This design comes from an exercise in tuning for small area, a short achievable clock period and few clock cycles per item on the open sky130 flow, not from production work.
In this exercise RTL edits were held to simulation tests only and were not proved equivalent to the original.
Power and IR drop assume default switching activity.

### flow/config.mk
export PLATFORM = sky130hd
export DESIGN_NAME = sdram_top
export DESIGN_NICKNAME = sdram_top
export VERILOG_FILES = /design/flow/design.v
export SDC_FILE = /design/flow/constraint.sdc
export NUM_CORES = 4
export LEC_CHECK = 0
export CAP_MARGIN = 20
export CORE_MARGIN = 2
export CORE_UTILIZATION = 40
export SLEW_MARGIN = 20
export SYNTH_MEMORY_MAX_BITS = 8192
### flow/design.v
module sdram_controller(
input        in_HCLK,
input        in_HRESET,
input        in_HWRITE,
input        in_HSEL,
input [31:0] in_HWDATA,
input [31:0] in_HADDR,
output reg        out_HREADY,
output reg [31:0] out_HRDATA,
input [31:0] in_sdram_read_data,
output reg       out_CS,               
output reg       out_write_en,
output reg       out_CAS,              
output reg       out_RAS,              
output reg[1:0]  out_bank_select,      
output reg[13:0] out_sdram_addr,      
output reg[31:0] out_sdram_write_data 
);
	reg [31:0] hold_HWDATA;
	reg [31:0] hold_sdram_read_data;
	reg [3:0] state, next_state;
	localparam IDLE       = 4'b0000,
			READ_ACT      = 4'b0001,
			READ_NOP1     = 4'b0010,
			READ_CAS      = 4'b0011,
			READ_NOP2     = 4'b0100,
			READ_NOP3     = 4'b0101,
			WRITE_ACT     = 4'b0110,
			WRITE_NOP1    = 4'b0111,
			WRITE_CAS     = 4'b1000,
			WRITE_NOP2    = 4'b1001,
			WRITE_NOP3    = 4'b1010;
	always @(posedge (in_HRESET) or posedge(in_HCLK))begin
		if (in_HRESET)begin
			state                            <= IDLE;
		end
		else begin
			state                            <= next_state;
		end
	end
	always @(posedge in_HCLK) begin
		if (state == IDLE && in_HSEL == 1'b1 && in_HWRITE == 1'b1)
			hold_HWDATA <= in_HWDATA;
		if (state == READ_NOP2)
			hold_sdram_read_data <= in_sdram_read_data;
	end
	always @(*) begin
		out_HREADY           = 1'b0;
		out_HRDATA           = hold_sdram_read_data;
		out_sdram_write_data = hold_HWDATA;
		out_sdram_addr       = 14'b0;
		out_bank_select      = 2'b0;
		out_CS               = 1'b1;
		out_RAS              = 1'b1;
		out_CAS              = 1'b1;
		out_write_en         = 1'b1;
		next_state           = IDLE;
		case(state)
		IDLE: begin
			if (in_HSEL == 1'b1 && in_HWRITE == 1'b0) begin   
				out_HREADY = 1'b0;
				next_state = READ_ACT;
			end
			else if(in_HSEL == 1'b1 && in_HWRITE == 1'b1) begin   
				out_HREADY = 1'b0;
				next_state = WRITE_ACT;                
			end
			else begin
				out_HREADY = 1'b1;   
				next_state = IDLE;
			end
		end
			READ_ACT: begin          
				out_sdram_addr[13:0] = in_HADDR[13:0];
				out_bank_select[1:0] = in_HADDR[15:14];				
				out_CS       = 1'b0;
				out_RAS      = 1'b0;
				out_CAS      = 1'b1;
				out_write_en = 1'b1;
				next_state = READ_NOP1;
			end
			READ_NOP1: begin 
				out_CS       = 1'b0;
				out_RAS      = 1'b1;
				out_CAS      = 1'b1;
				out_write_en = 1'b1;
				next_state   = READ_CAS;
			end
			READ_CAS: begin 
				out_sdram_addr[13:0] = {5'b0, in_HADDR[24:16]};
				out_bank_select[1:0] = in_HADDR[15:14];			
				out_CS       = 1'b0;
				out_RAS      = 1'b1;
				out_CAS      = 1'b0;
				out_write_en = 1'b1;
				next_state   = READ_NOP2;				
			end
			READ_NOP2: begin 
				out_CS = 1'b0;
				out_RAS = 1'b1;
				out_CAS = 1'b1;
				out_write_en = 1'b1;
				next_state = READ_NOP3;
			end
			READ_NOP3: begin 
				out_HREADY       = 1'b1;
				out_CS       = 1'b0;
				out_RAS      = 1'b1;
				out_CAS      = 1'b1;
				out_write_en = 1'b1;
				next_state   = IDLE;
			end
			WRITE_ACT: begin          
				out_sdram_addr[13:0] = in_HADDR[13:0];
				out_bank_select[1:0] = in_HADDR[15:14];				
				out_CS       = 1'b0;
				out_RAS      = 1'b0;
				out_CAS      = 1'b1;
				out_write_en = 1'b1;
				next_state = WRITE_NOP1;
			end
			WRITE_NOP1: begin 
				out_CS       = 1'b0;
				out_RAS      = 1'b1;
				out_CAS      = 1'b1;
				out_write_en = 1'b1;
				next_state   = WRITE_CAS;
			end		
			WRITE_CAS: begin 
				out_sdram_addr[13:0] = {5'b0, in_HADDR[24:16]};
				out_bank_select[1:0] = in_HADDR[15:14];
				out_CS       = 1'b0;
				out_RAS      = 1'b1;
				out_CAS      = 1'b0;
				out_write_en = 1'b0;
				next_state   = WRITE_NOP2;					
			end
			WRITE_NOP2: begin 
				out_CS       = 1'b0;
				out_RAS      = 1'b1;
				out_CAS      = 1'b1;
				out_write_en = 1'b1;
				next_state   = WRITE_NOP3;
			end
			WRITE_NOP3: begin 
				out_HREADY   = 1'b1;
				out_CS       = 1'b0;
				out_RAS      = 1'b1;
				out_CAS      = 1'b1;
				out_write_en = 1'b1;
				next_state   = IDLE;
			end		
			default: begin  
				out_CS       = 1'b1;
				out_RAS      = 1'b1;
				out_CAS      = 1'b1;
				out_write_en = 1'b1;
				next_state   = IDLE;
			end
		endcase
	end
endmodule
module sdram_model
(
input       in_CLK,
input       in_CS,               
input       in_write_en,
input       in_CAS,              
input       in_RAS,              
input[1:0]  in_bank_select,      
input[13:0] in_sdram_addr,      
input[31:0] in_sdram_write_data,
output [31:0] out_sdram_read_data 
);
	parameter DATA     = 32,
			  ROW_BITS = 2,
			  COL_BITS = 3;
	localparam ROW    = 1 << ROW_BITS,
			   COLUMN = 1 << COL_BITS,
			   WORDS  = 4 * ROW * COLUMN;
	wire ACT,
		 READ_CAS,
		 WRITE_CAS,
		 NOP,
		 WRITE_READY;
	reg [ROW_BITS-1:0] registered_row;
	reg [COL_BITS-1:0] registered_column;
	reg [1:0]          registered_bank_sel;
	reg                write_cas_d1, write_cas_d2;
	assign ACT         = ~in_CS && ~in_RAS && in_CAS && in_write_en;
	assign READ_CAS    = ~in_CS && in_RAS && ~in_CAS && in_write_en;
	assign WRITE_CAS   = ~in_CS && in_RAS && ~in_CAS && ~in_write_en;
	assign NOP         = ~in_CS && in_RAS && in_CAS && in_write_en;
	assign WRITE_READY = write_cas_d2 && NOP; 
	reg [DATA-1 : 0] mem [0 : WORDS-1];
	wire [ROW_BITS+COL_BITS+1:0] word_addr = {registered_bank_sel, registered_row, registered_column};
	always @(posedge in_CLK)begin
		if(ACT) begin
			registered_row           <= in_sdram_addr[ROW_BITS-1:0];
			registered_bank_sel[1:0] <= in_bank_select[1:0];
		end
		else if (READ_CAS || WRITE_CAS)begin
			registered_column        <= in_sdram_addr[COL_BITS-1:0];
			registered_bank_sel[1:0] <= in_bank_select[1:0];
		end
		write_cas_d1 <= WRITE_CAS;
		write_cas_d2 <= write_cas_d1 && NOP;
		if(WRITE_READY)
			mem[word_addr] <= in_sdram_write_data;
	end
	assign out_sdram_read_data = mem[word_addr];
endmodule
module sdram_top
(input        in_HCLK,        
 input        in_HRESET,      
 input        in_HWRITE,         
 input        in_HSEL,        
 input [31:0] in_HWDATA,      
 input [31:0] in_HADDR,       
 output         out_HREADY,
 output  [31:0] out_HRDATA
);
    wire [31:0]sdram_read_data;
    wire CS, write_en, CAS, RAS;
    wire [1:0]bank_select;
    wire [13:0]sdram_addr;
    wire [31:0]sdram_write_data;
        sdram_controller sdram_controller(in_HCLK, in_HRESET, in_HWRITE, in_HSEL, in_HWDATA,in_HADDR,
                                          out_HREADY, out_HRDATA,
                                          sdram_read_data,
                                          CS, write_en, CAS, RAS, bank_select, sdram_addr, sdram_write_data); 
        sdram_model sdram_model(in_HCLK, CS, write_en, CAS, RAS, bank_select, sdram_addr, sdram_write_data, sdram_read_data); 
endmodule
### flow/run.sh
#!/bin/bash
# synth_recipe.tcl (not shown) runs the flow's synth.tcl, then flattens the netlist and writes it again
# the make line also repeats each setting of config.mk as NAME=value (left out here)
make -C /OpenROAD-flow-scripts/flow DESIGN_CONFIG=/design/flow/config.mk WORK_HOME=/design/flow/orfs CLKGATE_MAP_FILE= SYNTH_SCRIPT=/design/flow/synth_recipe.tcl finish
### flow/constraint.sdc
create_clock -name core_clock -period 5.0 [get_ports {in_HCLK}]
set_input_delay 1.0000 -clock core_clock [delete_from_list [all_inputs] [get_ports {in_HCLK}]]
set_output_delay 1.0000 -clock core_clock [all_outputs]
set_load 0.01 [all_outputs]
==> impl_metrics.toml, run 1 <==
[die]
die_w_microns = 633
floorplan.die_area_sq_mm = 0.400
initial_core_util_pct = 40.2
io-pin-count = 101
fp.coreArea_sq_mm = 0.393
floorplan.die.height_microns = 633
placement_rows = 230

[layout]
ff_latch_area_sq_mm = 0.125
share_of_cells_above_drive_strength_1_pct = 35.3
final_area_sq_mm = 0.182
multiInputGateArea_sq_mm = 0.0327
stdcell_count = 12200
synthToLayoutAreaGrowth_pct = 15.0
final_util_pct = 46.3
fin_nets = 6661
filler_cell_count = 31700

[clock_network]
tritoncts = "done"
h-tree-depth = 5
cts_setup_buffers = 0
clkSlewWorstSetupHoldPaths_ns = 0.07
cts_hold_repair.buffers = 0
tritoncts_num_sinks = 4173
clockRootBuffer = "clkbuf_16"
cts_resized = 0
number_of_buffers_inserted_during_clock_tree_synthesis = 413
clock_insertion_delay_worst_skew_ns = 0.96
max-clock-path-buffers = 4

[setup_path]
endpoint_kind = "flop"
required_worst_endpoint_ns = 5.69
cp_data_arrival_time_ns = 4.65
crit_fanout = 31
critPathLaunchType = "flop"
criticalPathCategory = "flop to flop"

[logic_synthesis]
ys_top_cells_by_count = "4,167 x edfxtp_1, 1,344 x mux4_2, 188 x clkbuf_1, 136 x nor2_1, 91 x buf_2"
synth_async_sr_flop_share_pct = 0.0959
synth-edff-count = 4167
ys_seq_area_share_pct = 79.2
count_of_different_cell_masters_after_synthesis = 29
yosys_register_bits = 4173
synthesis.area_per_instance_sq_um = 26.0
synthMostInstantiatedCell = "edfxtp_1"
synth_top_cell_by_area = "edfxtp_1"
synth_area_leaders = "edfxtp_1 79%, mux4_2 19%, clkbuf_1 0.45%"
dominantRegCellSynth = "edfxtp_1"
post_synth_instance_area_sq_mm = 0.158
synth_nets = 6143
yosys_warnings = 2
cell_count_after_synthesis = 6075
synth_largest_type_area_fraction_pct = 79.1

[route]
drt_first_iter_violations = 9724
post-route-drc-count = 0
drt-pass1-iter-count = 8
drt-vias-per-instance = 5.82
detailroute.via_count = 70900
antenna_violation_net_count_after_detailed_routing = 0
detail_route.wirelength_mm = 403
wire_per_inst_microns = 33.1

[place]
gp_routability_congestion = 0.846
placed_area_sq_mm = 0.169
placed_cells = 11400
placement.io_buffers = 76
dpl_worst_slack_ns = 1.04
post-dp-hpwl_mm = 223

[sta]
report.final.hold_viol_count = 0
fin_worst_hold_slack_ns = 0.293
worstMarginPinSlew_ns = 1.17
finalWorstSetupSlack_ns = 1.04
rsz0062_at_grt = "false"
fmax_mhz = 252
post-route-period-util_pct = 79.3
largest_clock_skew_in_the_final_design_ns = 0.0394
totalNegativeSetupSlack_ns = 0
setup_violations = 0
slew_headroom_pct = 21.8
final_period_minus_worst_setup_slack_ns = 3.96
slew_viol_final = 0

[global_route]
grt_max_degree = 129
vias_in_the_first_global_route = 71800
grt_pass1_wl_mm = 560
overflow_after_grt = 0
antenna_violations_before_repair = 45
grt_use_total_pct = 20.0

[min_path]
timing.hold.worst.class = "primary input to async pin"

[pwr]
design_power_total_mw = 90.0
worst_vdd_drop_v = 0.000369
powerDensity_mw_per_mm2 = 495
p_leak_nw = 55.0

[status]
run_status = "complete, no violations"

[flow_run]
maxCapViolCount = 0
## final timing paths
path / from / endpoint / slack (ns) / depth (start not counted)
worst min-delay path: in_HRESET / sdram_controller.state[3] / 0.29 / 2
worst min register to register: sdram_model.write_cas_d1 / sdram_model.write_cas_d2 / 0.44 / 1
min in group core_clock: sdram_model.write_cas_d1 / sdram_model.write_cas_d2 / 0.44 / 1
worst max register to register: sdram_model.registered_column[0] / sdram_controller.hold_sdram_read_data[10] / 1.04 / 7
max in group asynchronous: in_HRESET / sdram_controller.state[0] / 4.53 / 2
worst max-delay path: sdram_model.registered_column[0] / sdram_controller.hold_sdram_read_data[10] / 1.04 / 7
## routing by layer
layer,share of wire (%),up-vias,GRT usage (%)
met4,3.4,6,6.32
li1,-,27900,-
met1,40,39500,28.0
met2,48,2976,31.9
met3,8.1,542,3.55
met5,0.011,-,0
## cell usage in the layout (no fill, tap or decap), types with 76 or more instances in the layout
cell type	count
edfxtp_1	4167
mux4_2	1344
clkbuf_16	421
buf_4	268
nor2_4	128
clkinv_1	93
clkinv_2	85
clkbuf_1	83
clkdlybuf4s50_1	76
buf_12	76
## critical path, cell delays in order, from the launching register on
cell and delay [ns]:
edfxtp_1 0.57, buf_12 0.26, buf_12 0.28, buf_12 0.30, mux4_2 0.55, mux4_2 0.60
mux4_2 0.71, mux2_2 0.36
## area by class of cell
type,count,share of cell area [%]
Multi-Input combinational cell,1576,18.0
Clock inverter,247,1.14
Timing Repair Buffer,423,2.40
Inverter,6,0.0124
Clock buffer,507,5.99
Tap cell,5220,3.59
Antenna cell,32,0.0440
Sequential cell,4173,68.9
## state kept, by name (all words and copies together) (netlist names)
name                                   flops
sdram_model.registered_row                 2
sdram_controller.state                     4
sdram_model.write_cas_d1                   1
sdram_model.write_cas_d2                   1
sdram_model.mem                         4096
sdram_controller.hold_HWDATA              32
sdram_controller.hold_sdram_read_data     32
sdram_model.registered_column              3
sdram_model.registered_bank_sel            2
## where the power goes
part	internal, mW	total, mW	switching (mW)	leakage (nW)
registers	39.2	39.6	0.321	37.5
logic	8.79	20.5	11.7	11.2
clock network	17.0	30.0	13.0	6.35
## logic make-up after synthesis
group           share of synthesized area (%)
mux                                      19.4
flops                                    79.2
compound gates                          0.112
buf+inv                                 0.851
simple gates                            0.459
Testbench counts, summed over its fixed seeds: cycles 76,800, items 12,800.
==> run 2, diff against run 1 <==
==> flow/design.v (replaced) <==
module sdram_model
(
input        in_CLK,
input        in_we,
input  [6:0] in_addr,
input [31:0] in_wdata,
output [31:0] out_rdata
);
	reg [31:0] mem [0:127];
	always @(posedge in_CLK)
		if (in_we)
			mem[in_addr] <= in_wdata;
	assign out_rdata = mem[in_addr];
endmodule
module sdram_top
(input        in_HCLK,
 input        in_HRESET,
 input        in_HWRITE,
 input        in_HSEL,
 input [31:0] in_HWDATA,
 input [31:0] in_HADDR,
 output         out_HREADY,
 output  [31:0] out_HRDATA
);
    wire [6:0] word = {in_HADDR[15:14], in_HADDR[1:0], in_HADDR[18:16]};
    sdram_model sdram_model(
        .in_CLK(in_HCLK),
        .in_we(in_HSEL & in_HWRITE & ~in_HRESET),
        .in_addr(word),
        .in_wdata(in_HWDATA),
        .out_rdata(out_HRDATA));
    assign out_HREADY = 1'b1;
endmodule
==> impl_metrics.toml, run 2 <==
[route]
drt-pass1-iter-count = 8
drt_first_iter_violations = 15500
detailroute.via_count = 98100
wire_per_inst_microns = 34.0
detail_route.wirelength_mm = 533
drt-vias-per-instance = 6.26
antenna_violation_net_count_after_detailed_routing = 0
post-route-drc-count = 0

[global_route]
antenna_violations_before_repair = 39
vias_in_the_first_global_route = 94600
grt_max_degree = 129
grt_use_total_pct = 25.9
grt_pass1_wl_mm = 733
overflow_after_grt = 0

[logic_synthesis]
ys_top_cells_by_count = "4,096 x edfxtp_1, 679 x a221oi_1, 474 x nor2_1, 446 x a22oi_1, 370 x nand2_1"
yosys_register_bits = 4096
cell_count_after_synthesis = 9019
synth_async_sr_flop_share_pct = 0
synth_nets = 9087
synthMostInstantiatedCell = "edfxtp_1"
synth_area_leaders = "edfxtp_1 78%, a221oi_1 3.8%, a22oi_1 2.1%"
dominantRegCellSynth = "edfxtp_1"
count_of_different_cell_masters_after_synthesis = 72
synth_top_cell_by_area = "edfxtp_1"
synthesis.area_per_instance_sq_um = 17.4
synth-edff-count = 4096
synth_largest_type_area_fraction_pct = 78.3
post_synth_instance_area_sq_mm = 0.157
yosys_warnings = 1
ys_seq_area_share_pct = 78.3

[layout]
fin_nets = 10200
filler_cell_count = 31800
top_regs = "sdram_model.mem x4096"
largest-register = "sdram_model.mem"
most_common_cell_after_layout_fill_and_taps_aside = "edfxtp_1"
mostFrequentLayoutCells = "4,096 x edfxtp_1, 1,040 x buf_4, 634 x a221oi_1"
largest_register_ffs = 4096
synthToLayoutAreaGrowth_pct = 21.2
share_of_cells_above_drive_strength_1_pct = 24.2

[place]
gp_routability_congestion = 0.940
placement.io_buffers = 74
post-dp-hpwl_mm = 331

[pwr]
switching_share_pct = 22.5
power.share.sequential_pct = 51.5
power.switching_mw = 16.5
share_of_total_power_in_the_clock_network_pct = 41.3
worst_vdd_drop_v = 0.000278
p_leak_nw = 61.6
internal_power_mw = 56.9
powerDensity_mw_per_mm2 = 386
fraction_of_power_consumed_by_combinational_cells_pct = 7.2

[status]
run_status = "finished with violations"
violatedChecks = "setup timing"

[setup_path]
crit_fanout = 8
most_repeated_library_cell_on_the_critical_path = "buf_12"
criticalPathCategory = "primary input to primary output"
required_worst_endpoint_ns = 4.00
cp_data_arrival_time_ns = 4.17
crit_path_cell_trace = "buf_12 -> buf_12 -> buf_12 -> buf_12 -> a21bo_4 -> a222oi_1 -> nor3_2 -> o41ai_2 -> buf_4 -> nand4_1 -> buf_6 -> or4_4 -> buf_6"
cp_slowest_cell = "or4_4"
critPathLaunchType = "primary input"
cpPeakStageDelay_ns = 0.53
endpoint_kind = "primary output"

[die]
fp.coreArea_sq_mm = 0.392
floorplan.die.height_microns = 631
io-pin-count = 101
placement_rows = 230
initial_core_util_pct = 40.1
floorplan.die_area_sq_mm = 0.398
die_w_microns = 631

[clock_network]
tritoncts = "done"
tritoncts_num_sinks = 4096
clkSlewWorstSetupHoldPaths_ns = 0.06
clockRootBuffer = "clkbuf_16"
number_of_buffers_inserted_during_clock_tree_synthesis = 413
max-clock-path-buffers = 4
h-tree-depth = 5
cts_hold_repair.buffers = 0

[sta]
slew_headroom_pct = 18.9
finalWorstSetupSlack_ns = -0.175
report.final.hold_viol_count = 0
setup_violations = 6
final_period_minus_worst_setup_slack_ns = 5.17
totalNegativeSetupSlack_ns = -0.529
slew_viol_final = 0
worstMarginPinSlew_ns = 1.22
rsz0062_at_grt = "true"
fin_worst_hold_slack_ns = 0.467
fmax_mhz = 193
post-route-period-util_pct = 103

[min_path]
timing.hold.worst.class = "primary input to flop"

[flow_run]
maxCapViolCount = 0
run 2: path summary, 6_finish.rpt:
check	start	cells after the start	slack, ns	to
max	in_HADDR[17]	13	-0.17	out_HRDATA[10]
min	in_HWDATA[14]	1	0.47	sdram_model.mem[34][14]
run 2: power groups by stage:
stage / Clock, mW / Sequential, mW / Combinational (mW)
2_1_floorplan: 0 / 38.6 / 1.88
3_3_place_gp: 0 / 38.5 / 4.79
3_5_place_dp: 0 / 38.5 / 4.85
4_1_cts: 30.5 / 37.8 / 5.10
5_1_grt: 31.9 / 37.8 / 5.45
6_report: 30.3 / 37.8 / 5.31
run 2: area by class of cell:
cell class / count / area [sq um] / share of cell area, %
Antenna cell: 11 / 27.5 / 0.0145
Sequential cell: 4096 / 123000 / 64.6
Clock buffer: 508 / 10800 / 5.69
Tap cell: 5220 / 6530 / 3.43
Inverter: 12 / 70.1 / 0.0368
Clock inverter: 248 / 2290 / 1.20
Timing Repair Buffer: 1378 / 14300 / 7.49
Multi-Input combinational cell: 4200 / 33400 / 17.5
run 2: critical path, delay by kind of cell:
kind            cells  cell delay [ns]
compound gates      3             0.93
buf+inv             7             1.20
simple gates        3             0.99
run 2: cells by family (layout without fill, tap and decap cells):
logic type / count (synthesis) / after routing / share of synthesized area (%)
other: 1 / 12 / 0.00239
muxes: 461 / 461 / 3.83
DFF: 4096 / 4096 / 78.3
and+or+nand+nor: 1244 / 1246 / 3.57
AOI/OAI and AO/OA: 2492 / 2492 / 12.2
buffers and inverters: 725 / 2146 / 2.08
run 2: routing by layer:
| layer | wire length, microns | GRT usage (%) | vias up | part of all wire, % |
|---|---|---|---|---|
| li1 | - | - | 40000 | - |
| met1 | 198000 | 34.1 | 50800 | 37 |
| met2 | 243000 | 40.3 | 6267 | 46 |
| met3 | 60200 | 6.12 | 1080 | 11 |
| met4 | 30800 | 12.8 | 20 | 5.8 |
| met5 | 137 | 0 | - | 0.026 |
run 2: metrics by stage:
| step | cells | total power, mW | instance area [sq um] | setup WS [ns] | utilization, % |
|---|---|---|---|---|---|
| after floorplan | 9019 | 40.4 | 157000 | 0.519 | - |
| after global placement | 14800 | 43.3 | 174000 | -0.921 | 44.4 |
| after detailed placement | 14800 | 43.4 | 174000 | -0.939 | 44.4 |
| after CTS | 15600 | 73.4 | 189000 | -0.179 | 48.3 |
| after global routing | 15700 | 75.1 | 190000 | -0.122 | 48.6 |
| final | 15700 | 73.4 | 190000 | -0.175 | 48.6 |
run 2: what timing repair did:
item / in CTS / in global routing
pin swaps: 50 / 59
gates cloned: 18 / 8
buffers inserted: 57 / 38
hold endpoints to repair: 0 / 0
resized for setup: 295 / 127
setup endpoints to repair: 32 / 27
Testbench counts of run 2, summed over its fixed seeds: cycles 12,800, items 12,800.
==> run 3, diff against run 2 <==
--- a/flow/design.v
+++ b/flow/design.v
@@ -25,2 +25,3 @@
     wire [6:0] word = {in_HADDR[15:14], in_HADDR[1:0], in_HADDR[18:16]};
+    wire [31:0] rdata;
     sdram_model sdram_model(
@@ -30,4 +31,14 @@
         .in_wdata(in_HWDATA),
-        .out_rdata(out_HRDATA));
-    assign out_HREADY = 1'b1;
+        .out_rdata(rdata));
+    reg        read_pending;
+    reg [31:0] hold_rdata;
+    always @(posedge in_HRESET or posedge in_HCLK)
+        if (in_HRESET)
+            read_pending <= 1'b0;
+        else
+            read_pending <= in_HSEL & ~in_HWRITE & ~read_pending;
+    always @(posedge in_HCLK)
+        hold_rdata <= rdata;
+    assign out_HREADY = in_HWRITE | read_pending;
+    assign out_HRDATA = hold_rdata;
 endmodule
--- a/flow/config.mk
+++ b/flow/config.mk
@@ -7,6 +7,9 @@
 export LEC_CHECK = 0
-export CAP_MARGIN = 20
+export CAP_MARGIN = 10
 export CORE_MARGIN = 2
 export CORE_UTILIZATION = 40
-export SLEW_MARGIN = 20
+export CTS_CLUSTER_DIAMETER = 80
+export CTS_CLUSTER_SIZE = 30
+export SETUP_SLACK_MARGIN = 2.0
+export SLEW_MARGIN = 10
 export SYNTH_MEMORY_MAX_BITS = 8192
==> impl_metrics.toml, run 3 <==
[status]
run_status = "complete, no violations"

[logic_synthesis]
ys_top_cells_by_count = "4,096 x edfxtp_1, 606 x a22oi_1, 499 x a221oi_1, 392 x a21oi_1, 371 x clkbuf_1"
synth_largest_type_area_fraction_pct = 78.2
synth_async_sr_flop_share_pct = 0.0242
yosys_warnings = 2
synth_simple_gate_area_share_pct = 3.03
synth_area_leaders = "edfxtp_1 78%, a22oi_1 2.9%, a221oi_1 2.8%"
ys_seq_area_share_pct = 78.6
dominantRegCellSynth = "edfxtp_1"
yosys-mux-area-fraction_pct = 2.73
count_of_different_cell_masters_after_synthesis = 77
synthMostInstantiatedCell = "edfxtp_1"
yosys.area_share.adder_pct = 0
synth-edff-count = 4096
yosys_register_bits = 4129
synth_top_family_by_area = "compound AO/OA/AOI/OAI gates"
synthesis.area_per_instance_sq_um = 17.4
synth_top_cell_by_area = "edfxtp_1"
synth_compound_gate_area_share_pct = 13.5
post_synth_instance_area_sq_mm = 0.157
synth_nets = 9133
cell_count_after_synthesis = 9065
synthXorXnorAreaFrac_pct = 0

[layout]
final_area_sq_mm = 0.176
synthToLayoutAreaGrowth_pct = 12.1
top_regs = "sdram_model.mem x4096, hold_rdata x32, read_pending x1"
mostFrequentLayoutCells = "4,096 x edfxtp_1, 606 x a22oi_1, 495 x buf_4"
most_common_cell_after_layout_fill_and_taps_aside = "edfxtp_1"
filler_cell_count = 33400
stdcell_count = 14600
multiInputGateArea_sq_mm = 0.0320
fin_nets = 9334
largest-register = "sdram_model.mem"
share_of_cells_above_drive_strength_1_pct = 16.3
ff_latch_area_sq_mm = 0.124
largest_register_ffs = 4096

[die]
io-pin-count = 101
initial_core_util_pct = 40.1
fp.coreArea_sq_mm = 0.392
floorplan.die.height_microns = 631
floorplan.die_area_sq_mm = 0.398
die_w_microns = 631
placement_rows = 230

[route]
drt-vias-per-instance = 6.42
detailroute.via_count = 93800
antenna_violation_net_count_after_detailed_routing = 0
detail_route.wirelength_mm = 510
wire_per_inst_microns = 34.9
post-route-drc-count = 0
drt_first_iter_violations = 16300
drt-pass1-iter-count = 10

[sta]
fmax_mhz = 319
rsz0062_at_grt = "true"
report.final.hold_viol_count = 0
post-route-period-util_pct = 62.7
setup_violations = 0
slew_headroom_pct = 15.0
worstMarginPinSlew_ns = 1.26
largest_clock_skew_in_the_final_design_ns = 0.0730
final_period_minus_worst_setup_slack_ns = 3.14
slew_viol_final = 0
fin_worst_hold_slack_ns = 0.184
totalNegativeSetupSlack_ns = 0

[place]
post-dp-hpwl_mm = 301
gp_routability_congestion = 0.915
placed_area_sq_mm = 0.170
placed_cells = 14300
placement.io_buffers = 75

[pwr]
switching_share_pct = 23.2
fraction_of_power_consumed_by_combinational_cells_pct = 7.6
share_of_total_power_in_the_clock_network_pct = 29.7
p_leak_nw = 53.6
power.share.sequential_pct = 62.7
design_power_total_mw = 60.9
powerDensity_mw_per_mm2 = 345
internal_power_mw = 46.8
power.switching_mw = 14.1
worst_vdd_drop_v = 0.000246

[setup_path]
cpPeakStageDelay_ns = 0.51
crit-reg2reg-launch = "sdram_model.mem[47][11]"
cp_data_arrival_time_ns = 3.97
cp_slowest_cell = "nand4_1"
critPathLaunchType = "primary input"
crit_fanout = 59
crit_path_cell_trace = "buf_16 -> buf_6 -> nor2b_4 -> buf_12 -> buf_4 -> a221oi_1 -> nor2_1 -> o21ai_0 -> nand4_1 -> a221o_1"
required_worst_endpoint_ns = 5.84
worstRegToRegCells = 8
endpoint_kind = "flop"
startpoint = "in_HADDR[16]"
criticalPathCategory = "primary input to flop"

[global_route]
grt_max_degree = 129
met2_routing_resource_usage_after_global_routing_pct = 39.1
grt_use_total_pct = 24.7
grt_most_used_layer = "met2"
met1_usage_pct = 33.2
grt.met3_usage_pct = 5.68
overflow_after_grt = 0
antenna_violations_before_repair = 53
vias_in_the_first_global_route = 88800
grt_pass1_wl_mm = 701

[min_path]
timing.hold.worst.class = "primary input to async pin"

[clock_network]
number_of_buffers_inserted_during_clock_tree_synthesis = 174
clockRootBuffer = "clkbuf_16"
max-clock-path-buffers = 4
tritoncts_num_sinks = 4129
tritoncts = "done"
clkSlewWorstSetupHoldPaths_ns = 0.11
h-tree-depth = 4
clock_insertion_delay_worst_skew_ns = 0.95

[flow_run]
maxCapViolCount = 0
[run 3: cell count changes after synthesis, sizes merged, moves of 69 or more]
| cell | change |
|---|---|
| a21oi | +89 |
| a221oi | -180 |
| a22oi | +160 |
| mux2 | +85 |
| mux2i | -114 |
| mux4 | -69 |
| nor2 | -153 |
| nor3 | +118 |
[run 3: power groups by stage]
stage	sequential [mW]	clock (mW)	combinational (mW)
2_1_floorplan	38.9	0	1.93
3_3_place_gp	38.9	0	4.35
3_5_place_dp	38.9	0	4.42
4_1_cts	38.1	18.2	4.52
5_1_grt	38.2	19.3	4.76
6_report	38.2	18.1	4.62
[run 3: metrics by stage]
step	setup WS (ns)	utilization, %
detailed placement	0.489	43.4
global placement	0.503	43.4
floorplan	1.83	-
CTS	1.97	45.0
finish	1.86	45.0
global route	1.98	45.0
[run 3: what timing repair did]
item                        CTS  global route
hold buffers                  0             0
pin swaps                     7             6
setup endpoints to repair  1035            24
resized for setup            98            36
gates cloned                 11             1
setup buffers                15             3
[run 3: logic make-up after synthesis]
| kind of cell | after synthesis |
|---|---|
| simple gates | 1056 |
| buf+inv | 752 |
| mux | 363 |
| compound gates | 2765 |
| flops | 4129 |
[run 3: cell type report]
cell class / count / area share, %
antenna: 24 / 0.0340
clock buffer: 204 / 2.56
clock inverter: 76 / 0.552
inverter: 17 / 0.0560
multi-input combinational: 4189 / 18.2
sequential: 4129 / 70.1
tap: 5220 / 3.70
timing repair buffer: 754 / 4.84
timing repair inverter: 1 / 0.00496
[run 3: final timing paths]
| check | to | slack, ns |
|---|---|---|
| worst max-delay path | hold_rdata[1] | 1.86 |
| worst min-delay path | read_pending | 0.18 |
| worst max register to register | hold_rdata[11] | 2.34 |
| worst min register to register | read_pending | 0.50 |
| max in group asynchronous | read_pending | 4.72 |
| min in group core_clock | read_pending | 0.50 |
[run 3: critical path, delay by kind of cell]
kind	cells	cell delay (ns)
and+or+nand+nor	3	0.66
buffers and inverters	4	1.06
AOI/OAI and AO/OA	3	1.05
[run 3: routing by layer]
metal | share of wire (%) | vias up | wire, microns
li1 | - | 38200 | -
met1 | 38 | 48900 | 192000
met2 | 46 | 5909 | 235000
met3 | 11 | 753 | 58500
met4 | 4.7 | 28 | 24000
met5 | 0.033 | - | 169
Testbench counts of run 3, summed over its fixed seeds: cycles 19,172, items 12,800.
==> run 4, diff against run 3 <==
--- a/flow/config.mk
+++ b/flow/config.mk
@@ -12,3 +12,3 @@
 export CTS_CLUSTER_SIZE = 30
-export SETUP_SLACK_MARGIN = 2.0
+export SETUP_SLACK_MARGIN = 2.4
 export SLEW_MARGIN = 10
==> impl_metrics.toml, run 4 <==
[status]
run_status = "complete, no violations"

[setup_path]
critPathLaunchType = "primary input"
criticalPathCategory = "primary input to flop"
cp_data_arrival_time_ns = 3.78
crit_fanout = 41
endpoint_kind = "flop"
required_worst_endpoint_ns = 5.82

[die]
floorplan.die_area_sq_mm = 0.398
placement_rows = 230
floorplan.die.height_microns = 631
fp.coreArea_sq_mm = 0.392
initial_core_util_pct = 40.1
die_w_microns = 631
io-pin-count = 101

[layout]
filler_cell_count = 32900
most_common_cell_after_layout_fill_and_taps_aside = "edfxtp_1"
share_of_cells_above_drive_strength_1_pct = 21.0
largest_register_ffs = 4096
mostFrequentLayoutCells = "4,096 x edfxtp_1, 560 x buf_4, 548 x a22oi_1"
synthToLayoutAreaGrowth_pct = 15.4
largest-register = "sdram_model.mem"
top_regs = "sdram_model.mem x4096, hold_rdata x32, read_pending x1"
fin_nets = 9560

[sta]
totalNegativeSetupSlack_ns = 0
worstMarginPinSlew_ns = 1.39
slew_viol_final = 0
setup_violations = 0
largest_clock_skew_in_the_final_design_ns = 0.0635
post-route-period-util_pct = 59.2
fin_worst_hold_slack_ns = 0.216
slew_headroom_pct = 7.44
fmax_mhz = 338
report.final.hold_viol_count = 0
final_period_minus_worst_setup_slack_ns = 2.96
rsz0062_at_grt = "true"

[logic_synthesis]
yosys_warnings = 2
synth_area_leaders = "edfxtp_1 78%, a22oi_1 2.9%, a221oi_1 2.8%"
synthMostInstantiatedCell = "edfxtp_1"
post_synth_instance_area_sq_mm = 0.157
yosys_register_bits = 4129
synthesis.area_per_instance_sq_um = 17.4
synth_nets = 9133
dominantRegCellSynth = "edfxtp_1"
ys_top_cells_by_count = "4,096 x edfxtp_1, 606 x a22oi_1, 499 x a221oi_1, 392 x a21oi_1, 371 x clkbuf_1"
count_of_different_cell_masters_after_synthesis = 77
cell_count_after_synthesis = 9065
synth_largest_type_area_fraction_pct = 78.2
synth-edff-count = 4096
synth_top_cell_by_area = "edfxtp_1"
synth_async_sr_flop_share_pct = 0.0242
ys_seq_area_share_pct = 78.6

[clock_network]
tritoncts = "done"
clkSlewWorstSetupHoldPaths_ns = 0.11
cts_hold_repair.buffers = 0
max-clock-path-buffers = 4
clock_insertion_delay_worst_skew_ns = 0.93
number_of_buffers_inserted_during_clock_tree_synthesis = 173
clockRootBuffer = "clkbuf_16"
tritoncts_num_sinks = 4129
h-tree-depth = 4

[place]
placement.io_buffers = 75
post-dp-hpwl_mm = 304
gp_routability_congestion = 0.879

[global_route]
vias_in_the_first_global_route = 90000
grt_use_total_pct = 25.9
grt_max_degree = 129
overflow_after_grt = 0
antenna_violations_before_repair = 40
grt_pass1_wl_mm = 729

[pwr]
p_leak_nw = 55.8
worst_vdd_drop_v = 0.000245
powerDensity_mw_per_mm2 = 338

[route]
drt_first_iter_violations = 16400
drt-vias-per-instance = 6.50
antenna_violation_net_count_after_detailed_routing = 0
wire_per_inst_microns = 36.3
post-route-drc-count = 0
detail_route.wirelength_mm = 538
drt-pass1-iter-count = 9
detailroute.via_count = 96300

[flow_run]
maxCapViolCount = 0

[min_path]
timing.hold.worst.class = "primary input to async pin"
-- run 4: cell counts after synthesis --
Identical to the previous run, type by type.
-- run 4: timing repair --
action | CTS | global route
buffers inserted | 154 | 49
pin swaps | 154 | 107
gates cloned | 61 | 13
gates resized for setup | 565 | 150
endpoints found under the setup margin | 3736 | 355
-- run 4: through the flow --
stage	power (mW)	worst slack [ns]	util (%)	instances	instance area [sq um]
global placement	43.2	0.404	43.3	14300	170000
detailed placement	43.3	0.401	43.3	14300	170000
finish	61.4	2.04	46.3	14800	182000
global route	62.7	2.14	46.3	14800	181000
CTS	61.2	2.21	45.9	14700	180000
floorplan	40.9	1.83	-	9065	160000
-- run 4: layer usage --
metal  vias up  GRT usage [%]  share of wire (%)
li1      38700              -                  -
met1     50000           34.9                 37
met2      6712           39.4                 45
met3       914           7.14                 13
met4        16           11.7                5.1
met5         -              0              0.020
-- run 4: kinds of logic (layout without fill, tap and decap cells) --
group                  after synthesis  count (layout)  synth area share (%)
AOI/OAI and AO/OA                 2765            2765                  13.5
buffers and inverters              752            1250                  2.13
DFF                               4129            4129                  78.6
muxes                              363             363                  2.73
other                                0              18                     0
and+or+nand+nor                   1056            1074                  3.03
-- run 4: layout make-up --
cell class	count	area (sq um)	share of cell area (%)
sequential	4129	124000	68.2
multi-input combinational	4202	33600	18.5
timing repair buffer	969	12000	6.63
tap	5220	6530	3.60
clock buffer	203	4590	2.53
clock inverter	61	851	0.469
inverter	17	108	0.0593
antenna	18	45.0	0.0248
-- run 4: power by group --
part | internal (mW) | leakage [nW] | switching, mW
combinational | 1.66 | 16.1 | 3.48
sequential | 38.1 | 37.1 | 0.0792
clock | 7.36 | 2.62 | 10.7
-- run 4: worst paths after layout --
check | cells past startpoint | slack [ns] | from | endpoint
setup reg to reg | 7 | 2.49 | sdram_model.mem[47][22] | hold_rdata[22]
min in group core_clock | 1 | 0.44 | in_HWDATA[19] | sdram_model.mem[111][19]
hold reg to reg | 2 | 0.52 | read_pending | read_pending
max in group asynchronous | 2 | 4.68 | in_HRESET | read_pending
hold / removal | 2 | 0.22 | in_HRESET | read_pending
setup / recovery | 11 | 2.04 | in_HADDR[17] | hold_rdata[19]
-- run 4: critical path, stage by stage --
cell	delay (ns)
buf_16	0.16
nor3b_4	0.16
buf_6	0.12
buf_12	0.15
buf_16	0.27
a222oi_1	0.55
o32ai_1	0.20
nor3_2	0.32
nand4_1	0.16
buf_4	0.24
a32o_2	0.33
==> run 5, diff against run 4 <==
--- a/flow/config.mk
+++ b/flow/config.mk
@@ -9,3 +9,3 @@
 export CORE_MARGIN = 2
-export CORE_UTILIZATION = 40
+export CORE_UTILIZATION = 48
 export CTS_CLUSTER_DIAMETER = 80
==> impl_metrics.toml, run 5 <==
[clock_network]
clock_insertion_delay_worst_skew_ns = 0.94
clkSlewWorstSetupHoldPaths_ns = 0.11
h-tree-depth = 4
max-clock-path-buffers = 4
clockRootBuffer = "clkbuf_16"
tritoncts = "done"
tritoncts_num_sinks = 4129
number_of_buffers_inserted_during_clock_tree_synthesis = 179

[logic_synthesis]
yosys_warnings = 2
cell_count_after_synthesis = 9065
synthMostInstantiatedCell = "edfxtp_1"
synthesis.area_per_instance_sq_um = 17.4
ys_top_cells_by_count = "4,096 x edfxtp_1, 606 x a22oi_1, 499 x a221oi_1, 392 x a21oi_1, 371 x clkbuf_1"
synth_async_sr_flop_share_pct = 0.0242
count_of_different_cell_masters_after_synthesis = 77
synth_largest_type_area_fraction_pct = 78.2
ys_seq_area_share_pct = 78.6
post_synth_instance_area_sq_mm = 0.157
synth_top_cell_by_area = "edfxtp_1"
synth_area_leaders = "edfxtp_1 78%, a22oi_1 2.9%, a221oi_1 2.8%"
synth-edff-count = 4096
yosys_register_bits = 4129
dominantRegCellSynth = "edfxtp_1"
synth_nets = 9133

[die]
initial_core_util_pct = 48.2
io-pin-count = 101
floorplan.die.height_microns = 577
die_w_microns = 577
fp.coreArea_sq_mm = 0.327
placement_rows = 210
floorplan.die_area_sq_mm = 0.332

[global_route]
antenna_violations_before_repair = 50
met1_usage_pct = 43.7
grt_max_degree = 129
grt_pass1_wl_mm = 723
overflow_after_grt = 0
vias_in_the_first_global_route = 89500
grt_most_used_layer = "met2"
grt_use_total_pct = 31.1
grt.met3_usage_pct = 6.60
met2_routing_resource_usage_after_global_routing_pct = 48.1

[sta]
worstMarginPinSlew_ns = 1.29
largest_clock_skew_in_the_final_design_ns = 0.0497
fmax_mhz = 340
final_period_minus_worst_setup_slack_ns = 2.95
rsz0062_at_grt = "true"
slew_viol_final = 0
post-route-period-util_pct = 58.9
setup_violations = 0
fin_worst_hold_slack_ns = 0.222
report.final.hold_viol_count = 0
totalNegativeSetupSlack_ns = 0
slew_headroom_pct = 14.1

[place]
placed_cells = 13300
placement.io_buffers = 75
post-dp-hpwl_mm = 298
gp_routability_congestion = 0.872
placed_area_sq_mm = 0.168

[pwr]
worst_vdd_drop_v = 0.000364
powerDensity_mw_per_mm2 = 345
p_leak_nw = 55.4
design_power_total_mw = 62.0

[layout]
share_of_cells_above_drive_strength_1_pct = 20.6
synthToLayoutAreaGrowth_pct = 14.2
most_common_cell_after_layout_fill_and_taps_aside = "edfxtp_1"
largest_register_ffs = 4096
stdcell_count = 13900
final_area_sq_mm = 0.180
largest-register = "sdram_model.mem"
multiInputGateArea_sq_mm = 0.0337
top_regs = "sdram_model.mem x4096, hold_rdata x32, read_pending x1"
filler_cell_count = 25000
mostFrequentLayoutCells = "4,096 x edfxtp_1, 566 x a22oi_1, 480 x buf_4"
ff_latch_area_sq_mm = 0.124
fin_nets = 9464

[setup_path]
crit_path_cell_trace = "buf_16 -> buf_12 -> nor2_4 -> buf_12 -> a22o_1 -> a222oi_1 -> o311ai_2 -> a311o_2 -> a32o_1"
required_worst_endpoint_ns = 5.84
cp_slowest_cell = "a222oi_1"
cpPeakStageDelay_ns = 0.79
cp_data_arrival_time_ns = 3.79
criticalPathCategory = "primary input to flop"
crit-reg2reg-launch = "sdram_model.mem[22][4]"
endpoint_kind = "flop"
crit_fanout = 32
worstRegToRegCells = 5
startpoint = "in_HADDR[17]"
critPathLaunchType = "primary input"
most_repeated_library_cell_on_the_critical_path = "buf_12"

[flow_run]
maxCapViolCount = 0

[min_path]
timing.hold.worst.class = "primary input to async pin"

[route]
detailroute.via_count = 96200
drt_first_iter_violations = 17100
post-route-drc-count = 0
antenna_violation_net_count_after_detailed_routing = 0
wire_per_inst_microns = 38.6
drt-vias-per-instance = 6.93
detail_route.wirelength_mm = 535
drt-pass1-iter-count = 12

[status]
run_status = "complete, no violations"
run 5: cell type report:
class / count / share of cell area (%)
well taps: 4346 / 3.03
flip-flops and latches: 4129 / 68.8
clock inverters: 94 / 0.629
inverters: 17 / 0.0515
clock buffers: 203 / 2.61
repair buffers: 873 / 6.07
diodes: 18 / 0.0251
multi-input cells: 4196 / 18.7
run 5: logic make-up (layout without fill, tap and decap cells):
logic type             after synthesis  after routing  share of synthesized area [%]
muxes                              363            363                           2.73
and+or+nand+nor                   1056           1068                           3.03
buffers and inverters              752           1187                           2.13
other                                0             18                              0
DFF                               4129           4129                           78.6
AOI/OAI and AO/OA                 2765           2765                           13.5
run 5: routing by layer:
layer  vias to the layer above  part of all wire [%]  wire length, microns
met5                         -                 0.037                   197
met1                     50200                    37                201000
li1                      38500                     -                     -
met2                      6681                    46                245000
met4                        32                   4.2                 22700
met3                       838                    13                 67100
run 5: worst max-delay path, delay by kind of cell:
kind / cells / cell delay, ns
and+or+nand+nor: 1 / 0.04
buffers and inverters: 3 / 0.51
AOI/OAI and AO/OA: 5 / 2.13
run 5: path summary, 6_finish.rpt:
| check | endpoint | slack (ns) |
|---|---|---|
| setup / recovery | hold_rdata[4] | 2.05 |
| hold / removal | read_pending | 0.22 |
| setup reg to reg | hold_rdata[4] | 2.37 |
| hold reg to reg | read_pending | 0.51 |
| max in group asynchronous | read_pending | 4.68 |
| min in group core_clock | sdram_model.mem[111][22] | 0.35 |
run 5: power breakdown:
group | switching [mW] | internal [mW] | total, mW
clock network | 11.0 | 7.70 | 18.7
logic | 3.51 | 1.61 | 5.12
registers | 0.0813 | 38.1 | 38.2
total | 14.6 | 47.4 | 62.0
run 5: repair_timing:
action	in CTS	in global routing
pin swaps	82	117
setup buffers	107	69
gates resized for setup	530	236
gates cloned	55	11
setup endpoints to repair	3554	252
hold buffers	0	0
run 5: metrics by stage:
stage | setup WS (ns) | utilization [%]
floorplan | 1.83 | -
global placement | 0.326 | 51.4
detailed placement | 0.365 | 51.4
CTS | 2.23 | 54.4
global route | 2.15 | 55.0
finish | 2.05 | 55.0
==> run 6, diff against run 5 <==
--- a/flow/config.mk
+++ b/flow/config.mk
@@ -9,3 +9,3 @@
 export CORE_MARGIN = 2
-export CORE_UTILIZATION = 48
+export CORE_UTILIZATION = 55
 export CTS_CLUSTER_DIAMETER = 80
==> impl_metrics.toml, run 6 <==
[place]
placed_area_sq_mm = 0.168
dpl_worst_slack_ns = 0.519
placement.io_buffers = 75
placed_cells = 12800
gp_routability_congestion = 0.916
post-dp-hpwl_mm = 299

[layout]
largest-register = "sdram_model.mem"
largest_register_ffs = 4096
share_of_cells_above_drive_strength_1_pct = 20.2
fin_nets = 9485
synthToLayoutAreaGrowth_pct = 13.5
stdcell_count = 13300
most_common_cell_after_layout_fill_and_taps_aside = "edfxtp_1"
top_regs = "sdram_model.mem x4096, hold_rdata x32, read_pending x1"
mostFrequentLayoutCells = "4,096 x edfxtp_1, 574 x a22oi_1, 526 x buf_4"
final_area_sq_mm = 0.179

[sta]
fmax_mhz = 349
finalWorstSetupSlack_ns = 2.13
slew_viol_final = 0
slew_headroom_pct = 13.0
setup_violations = 0
rsz0062_at_grt = "true"
totalNegativeSetupSlack_ns = 0
worstMarginPinSlew_ns = 1.31
largest_clock_skew_in_the_final_design_ns = 0.0457
final_period_minus_worst_setup_slack_ns = 2.87
report.final.hold_viol_count = 0
post-route-period-util_pct = 57.3

[pwr]
design_power_total_mw = 61.7
worst_vdd_drop_v = 0.000383
powerDensity_mw_per_mm2 = 346
p_leak_nw = 55.4

[route]
route.met2.wl_mm = 236
drt_first_iter_violations = 17300
dr_wl_met3_mm = 68.7
highest_metal_layer_with_signal_wires = "met5"
detailroute.via_count = 95500
detail_route.wirelength_mm = 528
antenna_violation_net_count_after_detailed_routing = 0
m1WireLength_mm = 200
drt-pass1-iter-count = 9
wire_per_inst_microns = 39.7
drt-vias-per-instance = 7.17
post-route-drc-count = 0

[logic_synthesis]
ys_top_cells_by_count = "4,096 x edfxtp_1, 606 x a22oi_1, 499 x a221oi_1, 392 x a21oi_1, 371 x clkbuf_1"
yosys_warnings = 2
ys_seq_area_share_pct = 78.6
synth_async_sr_flop_share_pct = 0.0242
synthMostInstantiatedCell = "edfxtp_1"
synth_area_leaders = "edfxtp_1 78%, a22oi_1 2.9%, a221oi_1 2.8%"
synth-edff-count = 4096
count_of_different_cell_masters_after_synthesis = 77
post_synth_instance_area_sq_mm = 0.157
cell_count_after_synthesis = 9065
synth_top_cell_by_area = "edfxtp_1"
synth_largest_type_area_fraction_pct = 78.2
yosys_register_bits = 4129
synth_nets = 9133
dominantRegCellSynth = "edfxtp_1"
synthesis.area_per_instance_sq_um = 17.4

[setup_path]
required_worst_endpoint_ns = 5.84
endpoint_kind = "flop"
criticalPathCategory = "primary input to flop"
crit_fanout = 8
crit_path_cell_trace = "buf_16 -> and2b_4 -> buf_12 -> buf_8 -> buf_12 -> buf_4 -> a22oi_2 -> o22ai_2 -> or4_4 -> o311a_1 -> buf_6 -> a311o_1"
cpPeakStageDelay_ns = 0.48
cp_data_arrival_time_ns = 3.71
cp_slowest_cell = "or4_4"
most_repeated_library_cell_on_the_critical_path = "buf_12"
critPathLaunchType = "primary input"

[die]
die_w_microns = 539
floorplan.die.height_microns = 539
fp.coreArea_sq_mm = 0.285
floorplan.die_area_sq_mm = 0.290
placement_rows = 196
io-pin-count = 101
initial_core_util_pct = 55.2

[clock_network]
tritoncts_num_sinks = 4129
cts_hold_repair.buffers = 0
clkSlewWorstSetupHoldPaths_ns = 0.12
clockRootBuffer = "clkbuf_16"
tritoncts = "done"
h-tree-depth = 4
max-clock-path-buffers = 4
number_of_buffers_inserted_during_clock_tree_synthesis = 177
clock_insertion_delay_worst_skew_ns = 0.95

[flow_run]
maxCapViolCount = 0

[global_route]
grt_use_total_pct = 35.4
grt_max_degree = 129
antenna_violations_before_repair = 51
overflow_after_grt = 0
vias_in_the_first_global_route = 88700
grt_pass1_wl_mm = 717

[status]
run_status = "complete, no violations"

[min_path]
timing.hold.worst.class = "primary input to async pin"
## run 6: cell counts after synthesis
No cell type changed its count.
## run 6: stage by stage
stage	util [%]	hold WS, ns
after global placement	58.8	0.482
after CTS	62.1	0.160
after detailed placement	58.8	0.494
after global routing	62.6	0.207
final	62.6	0.203
after floorplan	-	0.500
## run 6: layout make-up
class	instances	area, sq um
sequential	4129	124000
fill	20200	106000
multi-input combinational	4193	33200
timing repair buffer	897	10900
tap	3762	4710
clock buffer	204	4670
clock inverter	92	1020
inverter	17	116
antenna	14	35.0
timing repair inverter	2	17.5
## run 6: kinds of logic after synthesis
family | after synthesis | share of synthesized area [%]
buffers and inverters | 752 | 2.13
flip-flops | 4129 | 78.6
multiplexers | 363 | 2.73
AND/OR/NAND/NOR | 1056 | 3.03
AO/OA/AOI/OAI | 2765 | 13.5
## run 6: critical path, delay by kind of cell
kind | cells | cell delay [ns]
buffers and inverters | 6 | 0.92
AO/OA/AOI/OAI | 4 | 1.01
AND/OR/NAND/NOR | 2 | 0.75
## run 6: what timing repair did
item,4_1_cts,5_1_grt
cloned,53,14
buffers inserted,86,62
resized for setup,476,161
pin swaps,67,91
endpoints found under the setup margin,3938,542
## run 6: layer usage
layer  up-vias  track usage [%]
li1      38500                -
met3       749             9.21
met5         -                0
met4        18             14.2
met2      6495             52.3
met1     49700             50.5
## run 6: final timing paths
kind                                  end  cells past startpoint                    start  slack, ns
max in group asynchronous    read_pending                      2                in_HRESET       4.70
max reg2reg                hold_rdata[17]                      7  sdram_model.mem[15][17]       2.47
min in group core_clock      read_pending                      3                in_HWRITE       0.48
max                        hold_rdata[17]                     12             in_HADDR[17]       2.13
min reg2reg                  read_pending                      2             read_pending       0.52
min                          read_pending                      2                in_HRESET       0.20
## run 6: report_power, final
group	leakage, nW	total (mW)	internal, mW	switching [mW]
Combinational	15.5	5.00	1.58	3.42
Sequential	37.1	38.2	38.1	0.136
Clock	2.75	18.5	7.57	10.9
Total	55.4	61.7	47.2	14.5
==> run 7, diff against run 6 <==
--- a/flow/design.v
+++ b/flow/design.v
@@ -12,3 +12,12 @@
 			mem[in_addr] <= in_wdata;
-	assign out_rdata = mem[in_addr];
+	wire [15:0] hi = 16'b1 << in_addr[6:3];
+	wire [7:0]  lo = 8'b1 << in_addr[2:0];
+	reg [31:0] rd;
+	integer i;
+	always @(*) begin
+		rd = 32'b0;
+		for (i = 0; i < 128; i = i + 1)
+			rd = rd | ({32{hi[i >> 3] & lo[i & 7]}} & mem[i]);
+	end
+	assign out_rdata = rd;
 endmodule
--- a/flow/config.mk
+++ b/flow/config.mk
@@ -9,6 +9,6 @@
 export CORE_MARGIN = 2
-export CORE_UTILIZATION = 55
+export CORE_UTILIZATION = 60
 export CTS_CLUSTER_DIAMETER = 80
 export CTS_CLUSTER_SIZE = 30
-export SETUP_SLACK_MARGIN = 2.4
+export SETUP_SLACK_MARGIN = 2.7
 export SLEW_MARGIN = 10
==> impl_metrics.toml, run 7 <==
[status]
outcome.stop_stage = "global routing (5_1_grt)"
run_status = "aborted with a tool error"
log_error = "[ERROR GRT-0116] Global routing finished with congestion. Check the congestion regions in the DRC Viewer."

[logic_synthesis]
count_of_different_cell_masters_after_synthesis = 68
yosys_warnings = 2
synth_largest_type_area_fraction_pct = 80.9
post_synth_instance_area_sq_mm = 0.152
yosys_register_bits = 4129
ys_top_cells_by_count = "4,096 x edfxtp_1, 1,087 x a22oi_1, 513 x nand3_1, 352 x clkbuf_1, 283 x nor2_1"
synth-edff-count = 4096
cell_count_after_synthesis = 8583
synth_top_cell_by_area = "edfxtp_1"
synth_async_sr_flop_share_pct = 0.0242
synth_nets = 8651
synth_area_leaders = "edfxtp_1 81%, a22oi_1 5.4%, nand3_1 1.7%"
synthMostInstantiatedCell = "edfxtp_1"
dominantRegCellSynth = "edfxtp_1"
ys_seq_area_share_pct = 81.3
synthesis.area_per_instance_sq_um = 17.7

[clock_network]
number_of_buffers_inserted_during_clock_tree_synthesis = 166
h-tree-depth = 4
clockRootBuffer = "clkbuf_16"
max-clock-path-buffers = 3
tritoncts_num_sinks = 4129

[die]
die_w_microns = 508
initial_core_util_pct = 60.4
floorplan.die.height_microns = 508
io-pin-count = 101
placement_rows = 184

[global_route]
grt_use_total_pct = 82.6
vias_in_the_first_global_route = 127000
grt_pass1_wl_mm = 1380
grt_max_degree = 129
overflow_after_grt = 657

[place]
post-dp-hpwl_mm = 481
placed_area_sq_mm = 0.168
gp_routability_congestion = 1.05
placement.io_buffers = 75
[run 7: cell count changes after synthesis, sizes merged, moves of 223 or more]
cell	before	now
nand4	26	249
a22oi	606	1087
a221oi	499	83
and3	2	236
nand3	25	513
a21oi	392	103
nand2	345	100
[run 7: kinds of logic after synthesis]
kind of cell	synth area share (%)
AND/OR/NAND/NOR	6.18
flip-flops	81.3
AO/OA/AOI/OAI	10.4
buffers and inverters	1.69
multiplexers	0.386
[run 7: how the worst min path moves through the flow]
stage | slack (ns) | cells after the start | end | from
4_1_cts | 0.21 | 2 | read_pending | in_HRESET
3_5_place_dp | 0.49 | 2 | read_pending | read_pending
3_3_place_gp | 0.49 | 2 | read_pending | read_pending
2_1_floorplan | 0.46 | 2 | hold_rdata[14] | sdram_model.mem[106][14]
[run 7: timing repair]
action / 4_1_cts
pin swaps: 316
resized for setup: 1792
setup buffers: 912
gates cloned: 314
setup endpoints to repair: 4161
hold buffers: 0
[run 7: power by group through the flow]
stage	Sequential, mW	Combinational (mW)	Clock [mW]
global placement	39.0	2.95	0
CTS	38.2	3.79	17.4
detailed placement	39.0	2.98	0
floorplan	38.9	0.910	0
[run 7: stage by stage]
stage | cells | hold WS, ns | util, % | setup slack [ns]
after detailed placement | 12400 | 0.492 | 66.8 | 0.0231
after global placement | 12400 | 0.489 | 66.8 | 0.0551
after floorplan | 8583 | 0.465 | - | 1.71
after CTS | 13900 | 0.209 | 79.1 | 2.00
[run 7: metal layers]
metal / GRT overflow / GRT usage, %
met3: 59 / 75.6
met2: 297 / 91.0
met1: 59 / 85.8
met5: 5 / 56.7
met4: 237 / 74.0
Testbench counts of run 7, summed over its fixed seeds: cycles 19,172, items 12,800.
==> run 8, diff against run 7 <==
--- a/flow/design.v
+++ b/flow/design.v
@@ -12,12 +12,3 @@
 			mem[in_addr] <= in_wdata;
-	wire [15:0] hi = 16'b1 << in_addr[6:3];
-	wire [7:0]  lo = 8'b1 << in_addr[2:0];
-	reg [31:0] rd;
-	integer i;
-	always @(*) begin
-		rd = 32'b0;
-		for (i = 0; i < 128; i = i + 1)
-			rd = rd | ({32{hi[i >> 3] & lo[i & 7]}} & mem[i]);
-	end
-	assign out_rdata = rd;
+	assign out_rdata = mem[in_addr];
 endmodule
==> flow/flow/run.sh (new file) <==
#!/bin/bash
# The standard layout (standard synthesis unchanged), with the clock tree
# built without dummy loads.
set -euo pipefail
here=$(pwd)
export CTS_ARGS="-sink_clustering_enable -repair_clock_nets -sink_clustering_size 30 -sink_clustering_max_diameter 80 -dont_use_dummy_load"
bash standard.sh > "$here/make_flow.log" 2>&1
==> flow/standard.sh (new file) <==
#!/bin/bash
# synth_recipe.tcl (not shown) runs the flow's synth.tcl, then flattens the netlist and writes it again
# the make line also repeats each setting of config.mk as NAME=value (left out here)
make -C /OpenROAD-flow-scripts/flow DESIGN_CONFIG=/design/flow/config.mk WORK_HOME=/design/flow/orfs CLKGATE_MAP_FILE= SYNTH_SCRIPT=/design/flow/synth_recipe.tcl "${@:-finish}"
--- a/flow/config.mk
+++ b/flow/config.mk
@@ -9,6 +9,6 @@
 export CORE_MARGIN = 2
-export CORE_UTILIZATION = 60
+export CORE_UTILIZATION = 40
 export CTS_CLUSTER_DIAMETER = 80
 export CTS_CLUSTER_SIZE = 30
-export SETUP_SLACK_MARGIN = 2.7
+export SETUP_SLACK_MARGIN = 2.0
 export SLEW_MARGIN = 10
removed: flow/run.sh
==> impl_metrics.toml, run 8 <==
[setup_path]
critPathLaunchType = "primary input"
required_worst_endpoint_ns = 5.79
cp_data_arrival_time_ns = 3.99
criticalPathCategory = "primary input to flop"
endpoint_kind = "flop"
crit_fanout = 29

[global_route]
vias_in_the_first_global_route = 88600
grt_pass1_wl_mm = 698
antenna_violations_before_repair = 52
grt_use_total_pct = 24.6
overflow_after_grt = 0
grt_max_degree = 129

[sta]
slew_headroom_pct = 20.4
post-route-period-util_pct = 64.2
report.final.hold_viol_count = 0
largest_clock_skew_in_the_final_design_ns = 0.124
fmax_mhz = 312
finalWorstSetupSlack_ns = 1.79
worstMarginPinSlew_ns = 1.19
rsz0062_at_grt = "true"
slew_viol_final = 0
final_period_minus_worst_setup_slack_ns = 3.21
setup_violations = 0
totalNegativeSetupSlack_ns = 0

[route]
detailroute.via_count = 93300
drt-pass1-iter-count = 10
highest_metal_layer_with_signal_wires = "met5"
wire_per_inst_microns = 35.1
detail_route.wirelength_mm = 509
antenna_violation_net_count_after_detailed_routing = 0
post-route-drc-count = 0
drt-vias-per-instance = 6.43
route.met2.wl_mm = 233
drt_first_iter_violations = 16000
m1WireLength_mm = 192
dr_wl_met3_mm = 58.1

[clock_network]
clkSlewWorstSetupHoldPaths_ns = 0.11
h-tree-depth = 4
tritoncts_num_sinks = 4129
clockRootBuffer = "clkbuf_16"
tritoncts = "done"
clock_insertion_delay_worst_skew_ns = 0.94
number_of_buffers_inserted_during_clock_tree_synthesis = 174
max-clock-path-buffers = 4
cts_hold_repair.buffers = 0

[logic_synthesis]
count_of_different_cell_masters_after_synthesis = 77
yosys_warnings = 2
synth-edff-count = 4096
synth_largest_type_area_fraction_pct = 78.2
ys_seq_area_share_pct = 78.6
ys_top_cells_by_count = "4,096 x edfxtp_1, 606 x a22oi_1, 499 x a221oi_1, 392 x a21oi_1, 371 x clkbuf_1"
yosys_register_bits = 4129
synthesis.area_per_instance_sq_um = 17.4
synth_nets = 9133
synthMostInstantiatedCell = "edfxtp_1"
synth_async_sr_flop_share_pct = 0.0242
cell_count_after_synthesis = 9065
synth_area_leaders = "edfxtp_1 78%, a22oi_1 2.9%, a221oi_1 2.8%"
dominantRegCellSynth = "edfxtp_1"
post_synth_instance_area_sq_mm = 0.157
synth_top_cell_by_area = "edfxtp_1"

[layout]
largest-register = "sdram_model.mem"
synthToLayoutAreaGrowth_pct = 11.4
largest_register_ffs = 4096
top_regs = "sdram_model.mem x4096, hold_rdata x32, read_pending x1"
final_area_sq_mm = 0.175
filler_cell_count = 33500
share_of_cells_above_drive_strength_1_pct = 15.7
mostFrequentLayoutCells = "4,096 x edfxtp_1, 606 x a22oi_1, 499 x buf_4"
fin_nets = 9339
most_common_cell_after_layout_fill_and_taps_aside = "edfxtp_1"

[place]
dpl_worst_slack_ns = 0.489
gp_routability_congestion = 0.915
placement.io_buffers = 75
placed_area_sq_mm = 0.170
post-dp-hpwl_mm = 301

[die]
floorplan.die.height_microns = 631
fp.coreArea_sq_mm = 0.392
placement_rows = 230
floorplan.die_area_sq_mm = 0.398
die_w_microns = 631
io-pin-count = 101
initial_core_util_pct = 40.1

[flow_run]
maxCapViolCount = 0

[pwr]
p_leak_nw = 53.1
worst_vdd_drop_v = 0.000228
powerDensity_mw_per_mm2 = 337

[min_path]
timing.hold.worst.class = "primary input to async pin"

[status]
run_status = "complete, no violations"
run 8: cells by family (layout without fill, tap and decap cells):
family          count (synthesis)  in the layout  share of synthesized area (%)
simple gates                 1056           1060                           3.03
flops                        4129           4129                           78.6
other cells                     0             27                              0
compound gates               2765           2765                           13.5
buf+inv                       752            952                           2.13
mux                           363            363                           2.73
run 8: layout make-up:
class                      count  area (sq um)  area share (%)
tap                         5220          6530            3.73
sequential                  4129        124000            70.5
clock buffer                 174          4350            2.48
timing repair inverter         1          8.76         0.00500
antenna                       27          67.6          0.0385
inverter                      17          98.8          0.0564
multi-input combinational   4188         32000            18.2
timing repair buffer         760          8600            4.90
run 8: where the power goes:
group / internal [mW] / switching, mW
clock network: 6.28 / 10.1
registers: 38.1 / 0.0822
logic: 1.39 / 3.23
total: 45.7 / 13.4
run 8: per-layer routing:
| metal | vias up | global-route usage (%) |
|---|---|---|
| met2 | 5740 | 38.7 |
| li1 | 38000 | - |
| met4 | 36 | 10.3 |
| met5 | - | 0 |
| met3 | 765 | 5.60 |
| met1 | 48700 | 33.1 |
run 8: worst paths after layout:
path                                         start              to  slack [ns]  cells past startpoint
max                                   in_HADDR[18]  hold_rdata[31]        1.79                      8
min                                      in_HRESET    read_pending        0.19                      2
max reg2reg                sdram_model.mem[47][11]  hold_rdata[11]        2.40                      8
min reg2reg                           read_pending    read_pending        0.50                      2
max in group asynchronous                in_HRESET    read_pending        4.71                      2
min in group core_clock               read_pending    read_pending        0.50                      2
run 8: critical path, stage by stage:
cell and delay (ns):
buf_16 0.16, and3_4 0.49, buf_4 0.32, a22oi_1 0.28, a41o_1 0.43, nand4_1 0.12
or4_1 0.57, or4_1 0.50
run 8: stage by stage:
step                      power (mW)  hold slack (ns)  utilization [%]  cells
after floorplan                 40.8            0.500                -   9065
after global placement          43.3            0.487             43.4  14300
after detailed placement        43.4            0.482             43.4  14300
after CTS                       59.1            0.150             44.7  14500
after global routing            60.4            0.174             44.7  14500
final                           59.1            0.194             44.7  14500
run 8: timing repair:
action | in CTS | in global routing
cloned | 8 | 4
resized for setup | 90 | 32
buffers inserted | 18 | 5
pin swaps | 10 | 8
endpoints found under the setup margin | 1236 | 30
Testbench counts of run 8, summed over its fixed seeds: cycles 19,172, items 12,800.

static timing again, ports no longer ideal:
Ports are ideal in the flow. The routed layouts listed here were re-timed in OpenROAD.
Step 1 assumes that a clkbuf_16 drives the clock port and a buf_2 every other input.
Step 2 times the ports against the registers' clock, not the clock port: input delays grow and output delays shrink by t, the midpoint of the rising clock arrivals with the driver on.
a / b / c = no drivers / after step 1 / after step 2; a / b = the first two.
run	shift t [ns]	setup WS [ns]	hold slack, ns
run 1	1.056	1.037 / 1.037 / 1.037	0.293 / 0.201 / 0.436
run 2	1.075	-0.175 / -0.393 / -0.393	0.467 / 0.383 / 1.459
run 3	1.033	1.865 / 1.580 / 0.547	0.184 / 0.096 / 0.497
run 4	1.028	2.039 / 1.615 / 0.587	0.216 / 0.136 / 0.524
run 5	1.020	2.055 / 1.682 / 0.662	0.222 / 0.139 / 0.509
run 6	1.028	2.134 / 1.686 / 0.658	0.203 / 0.121 / 0.525
run 8	1.010	1.792 / 1.528 / 0.518	0.194 / 0.108 / 0.497
For run 6, which loses most, drivers alone change the setup slack by -0.448 ns; drivers and shift together by -1.476 ns.
